Context: an optimization exercise on an open-source flow, tuned for a short achievable clock period and few clock cycles. The choices shown serve that exercise and are no tape-out recipe.
No run shown here included a check of the RTL's function; only the layout flow was run.
Power figures rest on the tool's default switching activity, not on a simulated workload.

==> config.mk <==
export PLATFORM = sky130hd
export DESIGN_NAME = cpu
export DESIGN_NICKNAME = cpu
export VERILOG_FILES = /design/flow/design.v
export SDC_FILE = /design/flow/constraint.sdc
export NUM_CORES = 4
export LEC_CHECK = 0
export CAP_MARGIN = 20
export CORE_MARGIN = 2
export CORE_UTILIZATION = 40
export SLEW_MARGIN = 20
==> constraint.sdc <==
create_clock -name core_clock -period 38.0 [get_ports {clk}]
set_input_delay 7.6000 -clock core_clock [delete_from_list [all_inputs] [get_ports {clk}]]
set_output_delay 7.6000 -clock core_clock [all_outputs]
set_load 0.01 [all_outputs]
==> design.v <==
module cpu(
    input clk,
    input reset,
    output [7:0] imem_addr,
    input [18:0] imem_data,
    output [7:0] dmem_addr,
    output [18:0] dmem_wdata,
    output dmem_we,
    input [18:0] dmem_rdata,
    output rf_we,
    output [2:0] rf_waddr,
    output [18:0] rf_wdata
);
    localparam [18:0] KEY = 19'b0011001010111010110;
    reg [7:0] pc;           
    reg [7:0] pcn;          
    reg [18:0] ir;
    reg ir_valid;
    reg [7:0] ir_pcp1;
    reg [2:0] sp;
    reg [18:0] rf [0:7];
    reg [7:0] rz;           
    reg x_we, x_ld, x_st, x_div;
    reg [2:0] x_rd;
    reg [7:0] x_imm;
    reg [18:0] x_a, x_b, x_sd;
    reg [11:0] x_sel;       
    reg x_mul;
    reg [7:0] w_oh;         
    reg [18:0] w_data;
    reg o_we;
    reg [2:0] o_rd;
    reg [18:0] o_data;
    assign imem_addr = pc;
    assign dmem_addr = x_imm;
    assign dmem_we = x_st;
    assign dmem_wdata = x_sd;
    assign rf_we = o_we;
    assign rf_waddr = o_rd;
    assign rf_wdata = o_data;
    wire [18:0] a = x_a;
    wire [18:0] b = x_b;
    reg dv_busy;                
    reg [18:0] dv_b, dv_r, dv_q;
    reg [19:0] dv_a;            
    reg [20:0] dv_b3;
    reg [3:0] dv_i;             
    function [20:0] dstep;      
        input [20:0] r;
        input [18:0] d;
        input [20:0] d3;
        reg [21:0] t1, t2, t3;
        begin
            t1 = {1'b0, r} - {3'b0, d};
            t2 = {1'b0, r} - {2'b0, d, 1'b0};
            t3 = {1'b0, r} - {1'b0, d3};
            if (!t3[21]) dstep = {2'd3, t3[18:0]};
            else if (!t2[21]) dstep = {2'd2, t2[18:0]};
            else if (!t1[21]) dstep = {2'd1, t1[18:0]};
            else dstep = {2'd0, r[18:0]};
        end
    endfunction
    wire b_zero = (b == 19'd0);
    wire [20:0] b3 = {2'b0, b} + {1'b0, b, 1'b0};
    wire [9:1] lt;
    genvar g;
    generate
        for (g = 1; g < 10; g = g + 1) begin : g_lt
            assign lt[g] = {{(2*g){1'b0}}, a} < {b, {(2*g){1'b0}}};
        end
    endgenerate
    wire dv_fast = b_zero || lt[1];
    wire [20:0] f0 = dstep({2'b0, a}, b, b3);
    wire [18:0] q_fast = b_zero ? 19'd0 : {17'd0, f0[20:19]};
    reg [3:0] nd;               
    always @(*) begin
        nd = 4'd9;
        if (lt[9]) nd = 4'd8;
        if (lt[8]) nd = 4'd7;
        if (lt[7]) nd = 4'd6;
        if (lt[6]) nd = 4'd5;
        if (lt[5]) nd = 4'd4;
        if (lt[4]) nd = 4'd3;
        if (lt[3]) nd = 4'd2;
        if (lt[2]) nd = 4'd1;
    end
    wire [18:0] a_top = a >> {nd, 1'b0};
    wire [20:0] s0 = dstep({2'b0, a_top}, b, b3);
    wire [18:0] da, db;
    wire [9:1] dlt;
    generate
        for (g = 1; g < 10; g = g + 1) begin : g_dlt
            assign dlt[g] = {{(2*g){1'b0}}, da} < {db, {(2*g){1'b0}}};
        end
    endgenerate
    reg [3:0] dnd;              
    always @(*) begin
        dnd = 4'd9;
        if (dlt[9]) dnd = 4'd8;
        if (dlt[8]) dnd = 4'd7;
        if (dlt[7]) dnd = 4'd6;
        if (dlt[6]) dnd = 4'd5;
        if (dlt[5]) dnd = 4'd4;
        if (dlt[4]) dnd = 4'd3;
        if (dlt[3]) dnd = 4'd2;
        if (dlt[2]) dnd = 4'd1;
        if (dlt[1]) dnd = 4'd0;
    end
    reg x_pre;                  
    wire dv_run = dv_busy || x_pre;
    wire [20:0] s1 = dstep({dv_r, dv_a[19:18]}, dv_b, dv_b3);
    wire [20:0] s2 = dstep({s1[18:0], dv_a[17:16]}, dv_b, dv_b3);
    wire dv_last = (dv_i <= 4'd1);
    wire [18:0] q_slow = (dv_i == 4'd0) ? {dv_q[16:0], s1[20:19]} : {dv_q[14:0], s1[20:19], s2[20:19]};
    wire [18:0] div_res = dv_run ? q_slow : q_fast;
    wire x_hold = x_div && (dv_run ? !dv_last : !dv_fast);
    always @(posedge clk or posedge reset) begin
        if (reset) begin
            dv_busy <= 1'b0;
        end else begin
            dv_busy <= x_hold;
        end
    end
    always @(posedge clk) begin
        if (!x_hold) begin
            dv_a <= {1'b0, da} << {4'd9 - dnd, 1'b0};
            dv_b <= db;
            dv_b3 <= {2'b0, db} + {1'b0, db, 1'b0};
            dv_i <= dnd;
            dv_r <= da >> {dnd + 4'd1, 1'b0};   
            dv_q <= 19'd0;
        end else if (!dv_run) begin
            dv_a <= {1'b0, a} << {4'd10 - nd, 1'b0};
            dv_b <= b;
            dv_b3 <= b3;
            dv_i <= nd - 4'd1;
            dv_r <= s0[18:0];
            dv_q <= {17'd0, s0[20:19]};
        end else begin
            dv_i <= dv_i - 4'd2;
            dv_a <= dv_a << 4;
            dv_r <= s2[18:0];
            dv_q <= {dv_q[14:0], s1[20:19], s2[20:19]};
        end
    end
    wire [18:0] r_mul = a * b;
    wire [18:0] x_fast =
        ({19{x_sel[0]}} & (a + b)) |
        ({19{x_sel[1]}} & (a - b)) |
        ({19{x_sel[4]}} & (a + 19'd1)) |
        ({19{x_sel[5]}} & (a - 19'd1)) |
        ({19{x_sel[6]}} & (a & b)) |
        ({19{x_sel[7]}} & (a | b)) |
        ({19{x_sel[8]}} & (a ^ b)) |
        ({19{x_sel[9]}} & (~a)) |
        ({19{x_sel[10]}} & (a ^ KEY)) |
        ({19{x_sel[11]}} & b);
    wire [18:0] x_out = x_ld ? dmem_rdata :
                        x_div ? div_res :
                        (x_fast | ({19{x_sel[2]}} & r_mul));
    wire x_wr = x_we && !x_hold;
    wire [4:0] op = ir[18:14];
    wire [2:0] f_rs = ir[13:11];
    wire [2:0] f_rt = ir[10:8];
    wire [7:0] f_imm = ir[7:0];
    wire [2:0] f_rd = ir[7:5];
    wire [4:0] f_fn = ir[4:0];
    wire d_art = ir_valid && (op == 5'd0 || op == 5'd1);
    wire d_cry = ir_valid && (op == 5'd9);
    wire d_jmp = ir_valid && (op == 5'd2);
    wire d_beq = ir_valid && (op == 5'd3);
    wire d_bne = ir_valid && (op == 5'd4);
    wire d_call = ir_valid && (op == 5'd5);
    wire d_ret = ir_valid && (op == 5'd6);
    wire d_ld = ir_valid && (op == 5'd7);
    wire d_st = ir_valid && (op == 5'd8);
    wire d_imm = ir_valid && (op == 5'd10);
    wire d_alu = d_art || d_cry;
    wire [2:0] sp1 = sp + 3'd1;
    wire [2:0] ra = d_ret ? sp1 : f_rs;
    wire [2:0] rb = f_rt;
    wire [18:0] rfa = w_oh[ra] ? w_data : (rz[ra] ? 19'd0 : rf[ra]);
    wire [18:0] rfb = w_oh[rb] ? w_data : (rz[rb] ? 19'd0 : rf[rb]);
    wire xa_hit = x_we && x_rd == ra;
    wire xb_hit = x_we && x_rd == rb;
    wire x_slow = x_ld || x_div || x_mul;
    assign da = rfa;
    assign db = rfb;
    wire [18:0] va = xa_hit ? x_fast : rfa;
    wire [18:0] vb = xb_hit ? x_fast : rfb;
    wire use_a_early = d_beq || d_bne || d_ret;
    wire use_b_early = d_beq || d_bne;
    wire stall = x_hold || (x_slow && ((use_a_early && xa_hit) || (use_b_early && xb_hit)));
    wire eq = (va == vb);
    wire taken = d_jmp || d_call || (d_beq && eq) || (d_bne && !eq);
    wire [7:0] next_pc = d_ret ? va[7:0] : (taken ? f_imm : pcn);
    wire [7:0] next_pcn = d_ret ? va[7:0] + 8'd1 : (taken ? f_imm + 8'd1 : pcn + 8'd1);
    wire d_we = d_alu || d_call || d_ret || d_ld || d_imm;
    wire [2:0] d_rd = d_call ? sp : (d_ret ? sp1 : (d_art ? f_rd : f_rt));
    wire d_useimm = !d_alu;
    wire [18:0] d_bval = d_call ? {11'd0, ir_pcp1} : (d_ret ? 19'd0 : {11'd0, f_imm});
    reg [11:0] d_sel;
    always @(*) begin
        d_sel = 12'd0;
        if (d_alu) begin
            case (f_fn)
                5'd0: d_sel[0] = 1'b1;
                5'd1: d_sel[1] = 1'b1;
                5'd2: d_sel[2] = 1'b1;
                5'd3: d_sel[3] = 1'b1;
                5'd4: d_sel[4] = 1'b1;
                5'd5: d_sel[5] = 1'b1;
                5'd6: d_sel[6] = 1'b1;
                5'd7: d_sel[7] = 1'b1;
                5'd8: d_sel[8] = 1'b1;
                5'd9: d_sel[9] = 1'b1;
                5'd10: d_sel[10] = 1'b1;
                5'd11: d_sel[10] = 1'b1;
                5'd12: d_sel[11] = 1'b1;
                default: d_sel = 12'd0;
            endcase
        end else if (d_imm || d_call || d_ret) begin
            d_sel[11] = 1'b1;
        end
    end
    integer i;
    always @(posedge clk or posedge reset) begin
        if (reset) begin
            pc <= 8'd0;
            pcn <= 8'd1;
            ir_valid <= 1'b0;
            sp <= 3'd7;
            rz <= 8'hff;
            x_we <= 1'b0; x_ld <= 1'b0; x_st <= 1'b0; x_div <= 1'b0;
            w_oh <= 8'd0;
            o_we <= 1'b0;
        end else begin
            rz <= rz & ~w_oh;
            w_oh <= x_wr ? (8'd1 << x_rd) : 8'd0;
            o_we <= x_wr;
            if (!x_hold) begin
                x_we <= d_we && !stall;
                x_ld <= d_ld && !stall;
                x_st <= d_st && !stall;
                x_div <= d_alu && (f_fn == 5'd3) && !stall;
            end
            if (!stall) begin
                pc <= next_pc;
                pcn <= next_pcn;
                ir_valid <= 1'b1;
                if (d_call) sp <= sp - 3'd1;
                else if (d_ret) sp <= sp1;
            end
        end
    end
    always @(posedge clk) begin
        for (i = 0; i < 8; i = i + 1)
            if (w_oh[i]) rf[i] <= w_data;
        if (x_wr) w_data <= x_out;
        o_rd <= x_rd;
        o_data <= x_out;
        x_imm <= f_imm;
        x_sd <= xb_hit ? x_out : rfb;
        if (!x_hold) begin
            x_rd <= d_rd;
            x_a <= xa_hit ? x_out : rfa;
            x_b <= d_useimm ? d_bval : (xb_hit ? x_out : rfb);
            x_sel <= d_sel;
            x_mul <= d_alu && (f_fn == 5'd2);
            x_pre <= d_alu && (f_fn == 5'd3) && !xa_hit && !xb_hit && (rfb != 19'd0);
        end
        if (!stall) begin
            ir <= imem_data;
            ir_pcp1 <= pcn;
        end
    end
endmodule
==> flow/run.sh <==
#!/bin/bash
# The standard layout (the standard.sh), with timing repair asked to leave
# a setup margin, so that it sizes and buffers the critical paths.
set -euo pipefail
bash standard.sh SETUP_SLACK_MARGIN=30.5 TNS_END_PERCENT=100 MATCH_CELL_FOOTPRINT=0 CORE_UTILIZATION=55 GPL_TIMING_DRIVEN=1 finish > standard_flow.log 2>&1
==> standard.sh <==
#!/bin/bash
# synth_recipe.tcl (not shown) runs the flow's synth.tcl, then flattens the netlist and writes it again
# the make line also repeats each setting of config.mk as NAME=value (left out here)
make -C /OpenROAD-flow-scripts/flow DESIGN_CONFIG=/design/flow/config.mk WORK_HOME=/design/flow/orfs CLKGATE_MAP_FILE= SYNTH_SCRIPT=/design/flow/synth_recipe.tcl "${@:-finish}"
==> results of run 1 <==
-- cells by family (layout without fill, tap and decap cells) --
logic type,after synthesis,in the layout
xor gates and xnor gates,262,262
buffers and inverters,774,1079
and+or+nand+nor,1622,1623
DFF,453,453
AOI/OAI and AO/OA,1637,1639
other,1,14
muxes,167,167
adders and majority gates,736,736
-- repair_timing --
item                       4_1_cts  5_1_grt
hold endpoints to repair         0        0
pin swaps                       59       89
setup endpoints to repair      271      229
hold buffers                     0        0
setup buffers                  102      106
resized for setup              637      214
cloned                           7        6
-- sequential cells by signal, indices dropped and copies added (netlist names), 8 cells and up, named ones only --
name	flops
dv_q	17
x_b	19
rf	152
x_sd	19
ir_pcp1	8
dv_a	20
dv_r	19
x_sel	11
ir	19
o_data	19
x_a	19
x_imm	8
rz	8
pc	8
w_data	19
pcn	8
dv_b3	21
w_oh	8
dv_b	18
-- routing by layer --
metal  vias to the layer above  track usage [%]  share of wire, %
met1                     22740            56.50                37
met4                        28            32.02               8.9
met3                       876            14.62                12
li1                      21060                -                 -
met5                         -                0              0.14
met2                      3166            66.14                41
-- worst paths after layout --
| path | start | to | slack (ns) |
|---|---|---|---|
| setup / recovery | x_sd[8]$_DFF_P_ | dmem_wdata[8] | 29.15 |
| hold / removal | dv_a[1]$_DFF_P_ | dv_a[5]$_DFF_P_ | 0.46 |
| setup reg to reg | x_a[2]$_DFFE_PN_ | x_b[17]$_SDFFCE_PN0N_ | 30.43 |
| hold reg to reg | dv_a[1]$_DFF_P_ | dv_a[5]$_DFF_P_ | 0.46 |
| max in group asynchronous | reset | rz[6]$_DFF_PP1_ | 30.54 |
| min in group asynchronous | reset | x_st$_DFFE_PP0N_ | 7.16 |
-- power breakdown --
group	switching, mW	internal (mW)	leakage (nW)
sequential	0.0607	0.590	4.40
clock	0.227	0.297	0.867
combinational	2.23	1.50	19.3
total	2.52	2.39	24.5
-- layout by cell type (no fill, tap or decap), types with 25 or more instances in the layout --
| cell type | n |
|---|---|
| nor2_1 | 439 |
| xnor2_1 | 186 |
| and3_1 | 50 |
| buf_4 | 320 |
| ha_1 | 593 |
| clkinvlp_4 | 33 |
| nor2b_1 | 66 |
| o211ai_1 | 50 |
| clkbuf_16 | 56 |
| dfrtp_1 | 29 |
| o21a_1 | 63 |
| buf_6 | 93 |
| a221oi_1 | 37 |
| edfxtp_1 | 292 |
| mux2_2 | 47 |
| a21o_1 | 112 |
| a21oi_1 | 346 |
| or3_1 | 41 |
| inv_1 | 439 |
| nand2b_1 | 77 |
| fa_1 | 134 |
| mux2i_1 | 82 |
| a22oi_1 | 53 |
| nand4_1 | 47 |
| nor3_1 | 95 |
| o21ai_1 | 65 |
| a21oi_2 | 45 |
| a21boi_0 | 35 |
| and2_1 | 51 |
| a211oi_1 | 52 |
| dfxtp_4 | 25 |
| a31oi_1 | 40 |
| nand3_1 | 141 |
| xor2_1 | 71 |
| dfxtp_1 | 70 |
| nand2_1 | 456 |
| o31ai_1 | 33 |
| o22ai_1 | 26 |
| o21ai_0 | 266 |
-- cell type report --
type	instances	area share [%]
clock buffer	61	2.408
tap	1165	2.555
clock inverter	33	0.7083
antenna	8	0.03509
sequential	453	21.63
timing repair buffer	482	7.824
inverter	498	3.509
multi-input combinational	4433	61.27
timing repair inverter	5	0.06140
==> impl_table.tex, run 1 <==
\begin{tabular}{lr}
\hline
Metric & Value \\
\hline
\multicolumn{2}{l}{\textbf{Critical path}} \\
Crit path kind & reg2out \\
Crit path buf inv count & 1 \\
Worst endpoint data arrival time & about 1.3 ns \\
CP startpoint kind & flop \\
Delay of the slowest cell on the worst path & around 0.46 ns \\
Reg2Reg Depth & 31 \\
Crit path depth & 1 \\
Cell-by-cell listing of the critical path & buf\_6 \\
CP max-delay cell & dfxtp\_4 \\
Crit. End Element & output port \\
Cell type group with the largest total delay on the critical path & flip-flops \\
Data required time of the worst path & between 30 and 40 ns \\
Critical path peak fanout & 2 \\
\multicolumn{2}{l}{\textbf{STA}} \\
Unrepaired setup endpoints after global routing & true \\
\# setup viols final & 0 \\
Number of max-slew violations in the final report & 0 \\
Post-route clock skew & around 0.067 ns \\
Minimum clock period & $\sim$8.9 ns \\
Slew at the pin closest to its max-slew limit & approximately 1.2 ns \\
Accumulated negative setup slack & 0 ns \\
Hold Violations, Final & 0 \\
Max Clk Rate & $\sim$0.11 GHz \\
Hold\_ws & about 0.46 ns \\
Final period util & a little under a quarter \\
Worst-case headroom to the max-slew limit & 22.69\% \\
Fin worst setup slack & 29.15 ns \\
\multicolumn{2}{l}{\textbf{Power and ir drop}} \\
VDD IR max & 0.2342 mV \\
Pwr dens & $\sim$86 nW/um\^{}2 \\
Total leakage power & about 25 nW \\
Design Power & $\sim$4.9 mW \\
\multicolumn{2}{l}{\textbf{Synthesis}} \\
Top cell type's share of synthesized area & a little under a fifth \\
Synthesized area divided by synthesized cell count & 8.596 um\^{}2 \\
Number of synthesis warnings & 2 \\
Dominant cells by area after synthesis & edfxtp\_1 (18\%), ha\_1 (15\%), fa\_1 (5.6\%) \\
Count of flip-flops with a built-in enable after synthesis & approximately 290 \\
Multiplexer share of the synthesized area & between 4 and 5\% \\
Sequential-to-total area share from yosys stat & between 20\% and 30\% \\
Dominant synthesized flop cell & edfxtp\_1 \\
Cells after synthesis & 5,652 \\
Proportion of register bits with asynchronous set or reset after synthesis & a little under a tenth \\
Synth Area in Compound Gates & 22.81\% \\
Post-synth cell types & around 120 \\
Synth Area in Adders & around a fifth \\
Post-synthesis cell type with the largest combined area & edfxtp\_1 \\
Most repeated cell in the gate-level netlist after synthesis & ha\_1 \\
Post-synth design cell area & between 40,000 and 50,000 um\^{}2 \\
Dominant combinational cell family by area after synthesis & compound AO/OA/AOI/OAI gates \\
Number of storage elements in the synthesis netlist & 453 \\
Most instantiated cells after synthesis & ha\_1 (600), inv\_1 (478), nand2\_1 (460) \\
Post-Synth XOR/XNOR Area & 4.723\% \\
Synthesized-area fraction occupied by and/or/nand/nor cells & between 10\% and 20\% \\
\multicolumn{2}{l}{\textbf{Floorplanning}} \\
Starting density of the core & $\sim$55\% \\
I/O Pins & approximately 100 \\
Core Box Area & 87,970 um\^{}2 \\
Die outline width & $\sim$300 um \\
Height of the die & about 300 um \\
Number of cell rows & between 100 and 150 \\
Die Outline Area & about 91,000 um\^{}2 \\
\multicolumn{2}{l}{\textbf{Global route}} \\
Remaining global-route overflow & 0 \\
Tot GR Track Use & a little under half \\
Pin count of the biggest net entering global routing & 61 \\
Vias in the first global route & 44,800 \\
Number of antenna violations at the first check in global routing & 25 \\
Wire length of the first global-routing pass & 302,100 um \\
\multicolumn{2}{l}{\textbf{Status}} \\
Status & timing/DRC/antenna clean \\
\multicolumn{2}{l}{\textbf{Finish}} \\
Utilization after layout & between 60\% and 70\% \\
Area Overhead vs Synth & 17.44\% \\
Layout cell share with drive strength beyond 1 & 17.32\% \\
Non-filler cells, final & 7,138 \\
Total area of multi-input combinational cells & $\sim$35,000 um\^{}2 \\
Final instance area & approximately 57,000 um\^{}2 \\
Count of fill cells added during filler insertion & $\sim$7,600 \\
Number of nets in the finished design & around 6,700 \\
Combined flip-flop and latch cell area & 12,340 um\^{}2 \\
\multicolumn{2}{l}{\textbf{Clocking}} \\
TritonCTS clock tree & built \\
Clk Latency, worst-skew pair & around 0.67 ns \\
Clock transition at path regs & 0.06 ns \\
Cts bufs inserted & 50 \\
Maximum count of clock buffers along a single path & 3 \\
Number of clock sinks seen by CTS & 453 \\
H-tree level count & 2 \\
Clock root buffer master & clkbuf\_16 \\
\multicolumn{2}{l}{\textbf{Min path}} \\
Path category of the worst min-delay check & reg2reg \\
Hold path cells & 1 \\
\multicolumn{2}{l}{\textbf{Place}} \\
Post-detailed-placement cell area & slightly above 50,000 um\^{}2 \\
Count of port buffers added during placement & slightly below 100 \\
Placed wire-length estimate & $\sim$150,000 um \\
Worst Setup Slack post-DPL & between 20 and 30 ns \\
Gpl congestion & $\sim$1.1 \\
Post-Place Cells & approximately 6,800 \\
\multicolumn{2}{l}{\textbf{Drt}} \\
Number of nets with antenna violations after routing & 0 \\
Via count of the routed design & around 48,000 \\
Post-DR vias/cell & $\sim$6.7 \\
Final Routed Wirelength & around 210,000 um \\
Detailed Routing Iterations Pass 1 & 10 \\
Count of routing violations after the opening detailed-route iteration & 6,331 \\
DRC Markers & 0 \\
Routed wirelength normalized by instance count & 29.63 um \\
\multicolumn{2}{l}{\textbf{Job}} \\
Max-capacitance violation count & 0 \\
\hline
\end{tabular}
==> run 2: changes to the inputs <==
==> flow/run.sh (replaced) <==
#!/bin/bash
# The standard layout (the standard.sh), with timing repair asked to leave
# a setup margin, so that it sizes and buffers the critical paths, and a clock
# tree with smaller sink clusters.
set -euo pipefail
bash standard.sh SETUP_SLACK_MARGIN=30.5 TNS_END_PERCENT=100 MATCH_CELL_FOOTPRINT=0 CORE_UTILIZATION=55 "CTS_ARGS=-sink_clustering_enable -repair_clock_nets -sink_clustering_size 16 -sink_clustering_max_diameter 50 -balance_levels" finish > standard_flow.log 2>&1
==> run 2 against run 1 <==
  * Cell count decreased by 0.15%
  * Hold slack about the same
  * Via count increased by 0.32%
  * Still clean on timing, DRC and antenna
  * Critical path depth unchanged
  * First-iteration DRC count increased by 1.8%
  * Critical path type unchanged
==> impl_table.tex, run 2 <==
\begin{tabular}{lr}
\hline
Metric & Value \\
\hline
\multicolumn{2}{l}{\textbf{Status}} \\
Status & timing/DRC/antenna clean \\
\multicolumn{2}{l}{\textbf{Finish}} \\
Non-filler cells, final & roughly 7,100 \\
Number of nets in the finished design & 6,686 \\
Final instance area & between 50,000 and 60,000 um\^{}2 \\
Leading cell type in the layout, fill and taps excluded & ha\_1 \\
Register name with the most flops & rf \\
Utilization after layout & 64.94\% \\
Area Overhead vs Synth & 17.59\% \\
Layout cell share with drive strength beyond 1 & $\sim$17\% \\
Top library cells by usage in the layout, fill and taps aside & ha\_1 (592), nand2\_1 (456), inv\_1 (439), nor2\_1 (438), a21oi\_1 (343) \\
Max FFs per register & $\sim$150 \\
Largest registers & rf (152), dv\_b3 (21), dv\_a (20) \\
\multicolumn{2}{l}{\textbf{Floorplanning}} \\
Core Box Area & around 88,000 um\^{}2 \\
Number of cell rows & 109 \\
Die Outline Area & around 91,000 um\^{}2 \\
Height of the die & 301.2 um \\
I/O Pins & around 100 \\
Die outline width & roughly 300 um \\
Starting density of the core & 55.23\% \\
\multicolumn{2}{l}{\textbf{Critical path}} \\
Crit path kind & reg2out \\
Delay of the slowest cell on the worst path & roughly 0.46 ns \\
Cell-by-cell listing of the critical path & buf\_6 \\
Critical path peak fanout & 1 \\
CP startpoint kind & flop \\
Cell type group with the largest total delay on the critical path & flip-flops \\
Crit. End Element & output port \\
Reg-to-Reg End & x\_b[17]\$\_SDFFCE\_PN0N\_ \\
Data required time of the worst path & 30.40 ns \\
CP max-delay cell & dfxtp\_4 \\
Reg2Reg Depth & 31 \\
Setup slack on the worst flop-to-flop path & roughly 30 ns \\
Worst endpoint data arrival time & about 1.3 ns \\
Worst reg2reg path startpoint & x\_a[2]\$\_DFFE\_PN\_ \\
Crit path buf inv count & 1 \\
\multicolumn{2}{l}{\textbf{Clocking}} \\
Clk Latency, worst-skew pair & 0.68 ns \\
Clock root buffer master & clkbuf\_16 \\
H-tree level count & 2 \\
Maximum count of clock buffers along a single path & 3 \\
Number of clock sinks seen by CTS & approximately 450 \\
Cts bufs inserted & 55 \\
Clock transition at path regs & 0.07 ns \\
TritonCTS clock tree & built \\
\multicolumn{2}{l}{\textbf{Drt}} \\
Via count of the routed design & between 40,000 and 50,000 \\
DRC Markers & 0 \\
Routed wirelength normalized by instance count & $\sim$30 um \\
Count of routing violations after the opening detailed-route iteration & between 6,000 and 7,000 \\
Detailed Routing Iterations Pass 1 & 9 \\
Post-DR vias/cell & about 6.7 \\
Number of nets with antenna violations after routing & 0 \\
Final Routed Wirelength & between 200,000 and 250,000 um \\
\multicolumn{2}{l}{\textbf{Synthesis}} \\
Synthesized area divided by synthesized cell count & between 8 and 9 um\^{}2 \\
Post-synth cell types & roughly 120 \\
Dominant cells by area after synthesis & edfxtp\_1 (18\%), ha\_1 (15\%), fa\_1 (5.6\%) \\
Most repeated cell in the gate-level netlist after synthesis & ha\_1 \\
Sequential-to-total area share from yosys stat & 25.15\% \\
Most instantiated cells after synthesis & ha\_1 (600), inv\_1 (478), nand2\_1 (460) \\
Cells after synthesis & around 5,700 \\
Post-synthesis cell type with the largest combined area & edfxtp\_1 \\
Number of synthesis warnings & 2 \\
Top cell type's share of synthesized area & 18.05\% \\
Post-synth design cell area & 48,580 um\^{}2 \\
Count of flip-flops with a built-in enable after synthesis & between 200 and 300 \\
Number of storage elements in the synthesis netlist & roughly 450 \\
Proportion of register bits with asynchronous set or reset after synthesis & under 10\% \\
Dominant synthesized flop cell & edfxtp\_1 \\
\multicolumn{2}{l}{\textbf{Power and ir drop}} \\
Pwr dens & about 87 nW/um\^{}2 \\
VDD IR max & around 0.23 mV \\
Total leakage power & about 25 nW \\
\multicolumn{2}{l}{\textbf{Place}} \\
Post-Place Cells & between 6,000 and 7,000 \\
Placed wire-length estimate & $\sim$150,000 um \\
Post-detailed-placement cell area & 51,660 um\^{}2 \\
Gpl congestion & about 1.1 \\
Worst Setup Slack post-DPL & between 20 and 30 ns \\
Count of port buffers added during placement & between 90 and 100 \\
\multicolumn{2}{l}{\textbf{Global route}} \\
Vias in the first global route & 44,640 \\
Number of antenna violations at the first check in global routing & 17 \\
Pin count of the biggest net entering global routing & 61 \\
Remaining global-route overflow & 0 \\
Tot GR Track Use & between 40\% and 50\% \\
Wire length of the first global-routing pass & between 300,000 and 400,000 um \\
\multicolumn{2}{l}{\textbf{STA}} \\
Worst-case headroom to the max-slew limit & about a quarter \\
Number of max-slew violations in the final report & 0 \\
Unrepaired setup endpoints after global routing & true \\
Final period util & 23.30\% \\
Hold Violations, Final & 0 \\
Fin worst setup slack & 29.15 ns \\
Slew at the pin closest to its max-slew limit & around 1.1 ns \\
Post-route clock skew & about 0.087 ns \\
Accumulated negative setup slack & 0 ns \\
\# setup viols final & 0 \\
Minimum clock period & roughly 8.9 ns \\
Max Clk Rate & roughly 0.11 GHz \\
\multicolumn{2}{l}{\textbf{Min path}} \\
Hold Path Origin & dv\_a[1]\$\_DFF\_P\_ \\
Worst hold path endpoint & dv\_a[5]\$\_DFF\_P\_ \\
Path category of the worst min-delay check & reg2reg \\
Hold path cells & 1 \\
\multicolumn{2}{l}{\textbf{Job}} \\
Max-capacitance violation count & 0 \\
\hline
\end{tabular}
run 2: cell types whose count changed in the layout (fill, tap and decap cells not counted), moves of 5 or more:
cell | previous run | this run
buf_4 | 320 | 306
clkinv_8 | 1 | 10
clkbuf_16 | 56 | 64
inv_12 | 0 | 7
buf_6 | 93 | 87
clkinv_2 | 8 | 2
inv_4 | 14 | 8
bufinv_16 | 5 | 0
run 2: worst max path at each step:
stage | to | slack, ns | cells past startpoint | start
5_1_grt | dmem_wdata[8] | 29.15 | 1 | x_sd[8]$_DFF_P_
6_report | dmem_wdata[8] | 29.15 | 1 | x_sd[8]$_DFF_P_
3_5_place_dp | x_b[1]$_DFFE_PN_ | 28.75 | 6 | dmem_rdata[1]
2_1_floorplan | x_b[7]$_DFFE_PN_ | 29.58 | 4 | dmem_rdata[7]
4_1_cts | dmem_wdata[8] | 29.15 | 1 | x_sd[8]$_DFF_P_
3_3_place_gp | x_b[1]$_DFFE_PN_ | 28.76 | 6 | dmem_rdata[1]
run 2: power by group:
part	leakage (nW)	switching [mW]	internal, mW	total (mW)
clock network	0.954	0.259	0.301	0.560
logic	19.2	2.24	1.51	3.75
registers	4.40	0.0612	0.589	0.650
run 2: cell type report:
cell class / instances / area (um^2)
repair inverters: 5 / 32.53
well taps: 1165 / 1458
clock inverters: 39 / 489.2
multi-input cells: 4433 / 34960
diodes: 5 / 12.51
fillers: 7569 / 30840
repair buffers: 464 / 4337
flip-flops and latches: 453 / 12340
inverters: 498 / 1998
clock buffers: 65 / 1498
run 2: kinds of logic (layout without fill, tap and decap cells):
group	Yosys count	count (layout)	synth area share (%)
AOI/OAI and AO/OA	1637	1639	22.81
buffers and inverters	774	1071	6.176
xor gates and xnor gates	262	262	4.723
DFF	453	453	25.15
other	1	11	0.007719
and+or+nand+nor	1622	1623	15.92
adders and majority gates	736	736	21.06
muxes	167	167	4.157
run 2: what timing repair did:
item | CTS | global route
pin swaps | 57 | 85
gates resized for setup | 630 | 211
buffers inserted | 95 | 94
endpoints found under the setup margin | 271 | 241
hold buffers | 0 | 0
gates cloned | 6 | 8
run 2: layer usage:
metal | vias up | wire [um] | GRT usage (%) | share of wire, %
li1 | 21070 | - | - | -
met1 | 22910 | 79200 | 57.15 | 37
met2 | 3161 | 87970 | 66.29 | 42
met3 | 870 | 25830 | 13.39 | 12
met4 | 20 | 18650 | 31.24 | 8.8
met5 | - | 124 | 0 | 0.059
run 2: stage by stage:
stage / hold WS, ns / total power [mW]
after floorplan: 0.3460 / 3.016
after global placement: 0.4357 / 3.925
after detailed placement: 0.4444 / 3.954
after CTS: 0.4580 / 4.673
after global routing: 0.4743 / 5.297
final: 0.4574 / 4.956
==> run 3: changes to the inputs <==
==> flow/run.sh (replaced) <==
#!/bin/bash
# The standard layout (the standard.sh), with timing repair asked to leave
# a setup margin, so that it sizes and buffers the critical paths, and a clock
# tree with smaller sink clusters.
set -euo pipefail
bash standard.sh SETUP_SLACK_MARGIN=30.5 TNS_END_PERCENT=100 MATCH_CELL_FOOTPRINT=0 CORE_UTILIZATION=55 "CTS_ARGS=-sink_clustering_enable -repair_clock_nets -sink_clustering_levels 1 -sink_clustering_size 30 -sink_clustering_max_diameter 120" finish > standard_flow.log 2>&1
==> run 3 against run 2 <==
  * Wire length down 0.96%
  * First-iteration DRC count down 1.8%
  * Sequential power about the same
  * Combinational power about the same
  * Sequential share of layout area up 0.49 points
  * Synthesized cell count unchanged
  * Cell area down 2.2%
  * Area after synthesis unchanged
  * Highest routed layer unchanged
==> impl_table.tex, run 3 <==
\begin{tabular}{lr}
\hline
Metric & Value \\
\hline
\multicolumn{2}{l}{\textbf{Place}} \\
Count of port buffers added during placement & roughly 100 \\
Worst Setup Slack post-DPL & between 20 and 30 ns \\
Post-Place Cells & slightly below 7,000 \\
Gpl congestion & 1.051 \\
Post-detailed-placement cell area & 51,660 um\^{}2 \\
Placed wire-length estimate & $\sim$150,000 um \\
\multicolumn{2}{l}{\textbf{Critical path}} \\
Endpoint of the most critical setup path & dmem\_wdata[8] \\
Crit path depth & 1 \\
Crit path kind & reg2out \\
Worst Setup SP & x\_sd[8]\$\_DFF\_P\_ \\
Cell-by-cell listing of the critical path & buf\_6 \\
Worst endpoint data arrival time & between 1 and 1.5 ns \\
Data required time of the worst path & just over 30 ns \\
CP max-delay cell & dfxtp\_4 \\
Critical path peak fanout & 2 \\
Cell type group with the largest total delay on the critical path & flip-flops \\
Crit. End Element & output port \\
Delay of the slowest cell on the worst path & about 0.48 ns \\
Crit path buf inv count & 1 \\
Reg-to-Reg End & x\_b[17]\$\_SDFFCE\_PN0N\_ \\
Setup slack on the worst flop-to-flop path & $\sim$30 ns \\
Worst reg2reg path startpoint & x\_b[5]\$\_DFFE\_PN\_ \\
Reg2Reg Depth & 31 \\
CP startpoint kind & flop \\
\multicolumn{2}{l}{\textbf{Synthesis}} \\
Number of storage elements in the synthesis netlist & approximately 450 \\
Synth Area in Adders & 21.06\% \\
Dominant combinational cell family by area after synthesis & compound AO/OA/AOI/OAI gates \\
Top cell type's share of synthesized area & 18.05\% \\
Count of flip-flops with a built-in enable after synthesis & about 300 \\
Post-Synth XOR/XNOR Area & about 4.7\% \\
Multiplexer share of the synthesized area & 4.157\% \\
Cells after synthesis & between 5,000 and 6,000 \\
Sequential-to-total area share from yosys stat & roughly a quarter \\
Post-synthesis cell type with the largest combined area & edfxtp\_1 \\
Post-synth cell types & approximately 120 \\
Most instantiated cells after synthesis & ha\_1 (600), inv\_1 (478), nand2\_1 (460) \\
Post-synth design cell area & 48,580 um\^{}2 \\
Synthesized-area fraction occupied by and/or/nand/nor cells & between 15 and 20\% \\
Dominant cells by area after synthesis & edfxtp\_1 (18\%), ha\_1 (15\%), fa\_1 (5.6\%) \\
Dominant synthesized flop cell & edfxtp\_1 \\
Proportion of register bits with asynchronous set or reset after synthesis & 9.272\% \\
Number of synthesis warnings & 2 \\
Synthesized area divided by synthesized cell count & 8.596 um\^{}2 \\
Most repeated cell in the gate-level netlist after synthesis & ha\_1 \\
Synth Area in Compound Gates & a little under a quarter \\
\multicolumn{2}{l}{\textbf{Finish}} \\
Top library cells by usage in the layout, fill and taps aside & ha\_1 (592), nand2\_1 (456), inv\_1 (439), nor2\_1 (436), a21oi\_1 (347) \\
Layout cell share with drive strength beyond 1 & between 15 and 20\% \\
Register name with the most flops & rf \\
Number of nets in the finished design & 6,655 \\
Leading cell type in the layout, fill and taps excluded & ha\_1 \\
Largest registers & rf (152), dv\_b3 (21), dv\_a (20) \\
Max FFs per register & roughly 150 \\
Area Overhead vs Synth & 15.01\% \\
Non-filler cells, final & between 7,000 and 8,000 \\
Final instance area & about 56,000 um\^{}2 \\
\multicolumn{2}{l}{\textbf{STA}} \\
Number of max-slew violations in the final report & 0 \\
Slew at the pin closest to its max-slew limit & roughly 1.2 ns \\
Hold Violations, Final & 0 \\
Worst-case headroom to the max-slew limit & a little over a fifth \\
Minimum clock period & roughly 8.8 ns \\
Accumulated negative setup slack & 0 ns \\
Final period util & approximately a quarter \\
\# setup viols final & 0 \\
Fin worst setup slack & 29.15 ns \\
Max Clk Rate & 0.1130 GHz \\
Unrepaired setup endpoints after global routing & true \\
Post-route clock skew & 0.07289 ns \\
\multicolumn{2}{l}{\textbf{Floorplanning}} \\
Number of cell rows & around 110 \\
Die outline width & 301.2 um \\
Die Outline Area & $\sim$91,000 um\^{}2 \\
I/O Pins & 99 \\
Core Box Area & 87,970 um\^{}2 \\
Starting density of the core & 55.23\% \\
Height of the die & between 300 and 400 um \\
\multicolumn{2}{l}{\textbf{Min path}} \\
Path category of the worst min-delay check & reg2reg \\
Hold Path Origin & dv\_a[1]\$\_DFF\_P\_ \\
\multicolumn{2}{l}{\textbf{Global route}} \\
Tot GR Track Use & 44.86\% \\
Remaining global-route overflow & 0 \\
Wire length of the first global-routing pass & 299,600 um \\
Vias in the first global route & about 44,000 \\
Number of antenna violations at the first check in global routing & 19 \\
Pin count of the biggest net entering global routing & 61 \\
\multicolumn{2}{l}{\textbf{Clocking}} \\
Clk Latency, worst-skew pair & 0.65 ns \\
TritonCTS clock tree & built \\
H-tree level count & 1 \\
Clock transition at path regs & 0.12 ns \\
Clock root buffer master & clkbuf\_16 \\
Cts bufs inserted & 22 \\
Number of clock sinks seen by CTS & between 400 and 500 \\
Maximum count of clock buffers along a single path & 3 \\
\multicolumn{2}{l}{\textbf{Power and ir drop}} \\
Share of power burned in the clock network & 6.5\% \\
VDD IR max & 0.2323 mV \\
Sw Pwr & around 2.5 mW \\
Relative contribution of sequential cells to total power & between 10 and 15\% \\
Internal power & roughly 2.2 mW \\
Pwr dens & about 84 nW/um\^{}2 \\
Combinational power share & roughly four fifths \\
Total leakage power & roughly 24 nW \\
Switching share of power & roughly 53\% \\
\multicolumn{2}{l}{\textbf{Status}} \\
Status & timing/DRC/antenna clean \\
\multicolumn{2}{l}{\textbf{Job}} \\
Max-capacitance violation count & 0 \\
\multicolumn{2}{l}{\textbf{Drt}} \\
Detailed Routing Iterations Pass 1 & 7 \\
Via count of the routed design & about 48,000 \\
Post-DR vias/cell & 6.731 \\
DRC Markers & 0 \\
Count of routing violations after the opening detailed-route iteration & about 6,300 \\
Routed wirelength normalized by instance count & between 20 and 30 um \\
Final Routed Wirelength & roughly 210,000 um \\
Number of nets with antenna violations after routing & 0 \\
\hline
\end{tabular}
[run 3: changes by cell type in the layout (fill, tap and decap cells not counted), sizes merged]
cell,previous run,this run
inv,479,467
clkbuf,82,50
clkinvlp,35,32
diode,5,6
or2,27,28
clkinv,28,12
[run 3: layer usage]
layer	GRT usage (%)	wire, um
met2	65.50	86800
met3	12.83	25080
met5	0	288
met4	31.66	18760
met1	56.96	78830
[run 3: what timing repair did]
action / in CTS / in global routing
gates resized for setup: 628 / 210
cloned: 7 / 8
hold buffers: 0 / 0
endpoints found under the setup margin: 271 / 238
buffers inserted: 86 / 103
endpoints found under the hold margin: 0 / 0
pin swaps: 57 / 72
[run 3: worst min-delay path by stage]
stage | endpoint | slack, ns | cells after the start
global placement | dv_a[10]$_DFF_P_ | 0.44 | 2
finish | dv_a[5]$_DFF_P_ | 0.47 | 1
global route | dv_a[5]$_DFF_P_ | 0.49 | 1
detailed placement | dv_a[5]$_DFF_P_ | 0.44 | 1
CTS | dv_a[5]$_DFF_P_ | 0.47 | 1
floorplan | o_rd[1]$_DFF_P_ | 0.35 | 0
[run 3: layout make-up]
type | instances | area [um^2]
multi-input combinational | 4434 | 34930
fill | 7738 | 32090
sequential | 453 | 12340
timing repair buffer | 465 | 4352
inverter | 498 | 1997
tap | 1165 | 1458
clock buffer | 32 | 598.1
clock inverter | 8 | 153.9
timing repair inverter | 5 | 35.03
antenna | 6 | 15.01
[run 3: power by group through the flow]
stage | logic, mW | clock network (mW) | registers (mW)
2_1_floorplan | 2.37 | 0 | 0.643
3_3_place_gp | 3.27 | 0 | 0.659
3_5_place_dp | 3.30 | 0 | 0.658
4_1_cts | 3.46 | 0.305 | 0.648
5_1_grt | 4.05 | 0.322 | 0.652
6_report | 3.73 | 0.306 | 0.649
[run 3: metrics by stage]
step,power [mW],hold slack [ns],util [%]
floorplan,3.016,0.3460,-
global placement,3.925,0.4357,58.72
detailed placement,3.954,0.4444,58.72
CTS,4.414,0.4713,61.61
global route,5.022,0.4928,63.50
finish,4.682,0.4703,63.52
[run 3: kinds of logic after synthesis]
kind of cell | after synthesis
AOI/OAI and AO/OA | 1637
and+or+nand+nor | 1622
buffers and inverters | 774
adders and majority gates | 736
DFF | 453
xor gates and xnor gates | 262
muxes | 167
other | 1

what the ideal ports hide:
How much do the figures lean on ideal ports? The routed layouts below were timed once more, with nothing changed but the port constraints. Step 1 sets driving cells, clkbuf_16 on the clock port and buf_2 on the other inputs (assumed; they add their load-dependent delay and slew). Step 2 moves the port delays by t, midway between the first and last clock arrival at a register: inputs arrive t later, outputs are due t later. That takes back most of the time a late clock gives input paths. Three values: ideal ports, drivers, drivers and shift; two values: the first two.
run | t (ns) | setup slack, ns | worst hold slack (ns) | worst data-port slew with drivers (ns) | cell pins on the clock port's net
run 1 | 0.715 | 29.148 / 29.070 / 29.267 | 0.458 / 0.458 / 0.458 | 0.09 | 1
run 2 | 0.706 | 29.146 / 29.074 / 29.290 | 0.457 / 0.457 / 0.457 | 0.08 | 1
run 3 | 0.682 | 29.151 / 29.084 / 29.290 | 0.470 / 0.470 / 0.470 | 0.09 | 1
After both steps setup and hold are still met in every run listed.
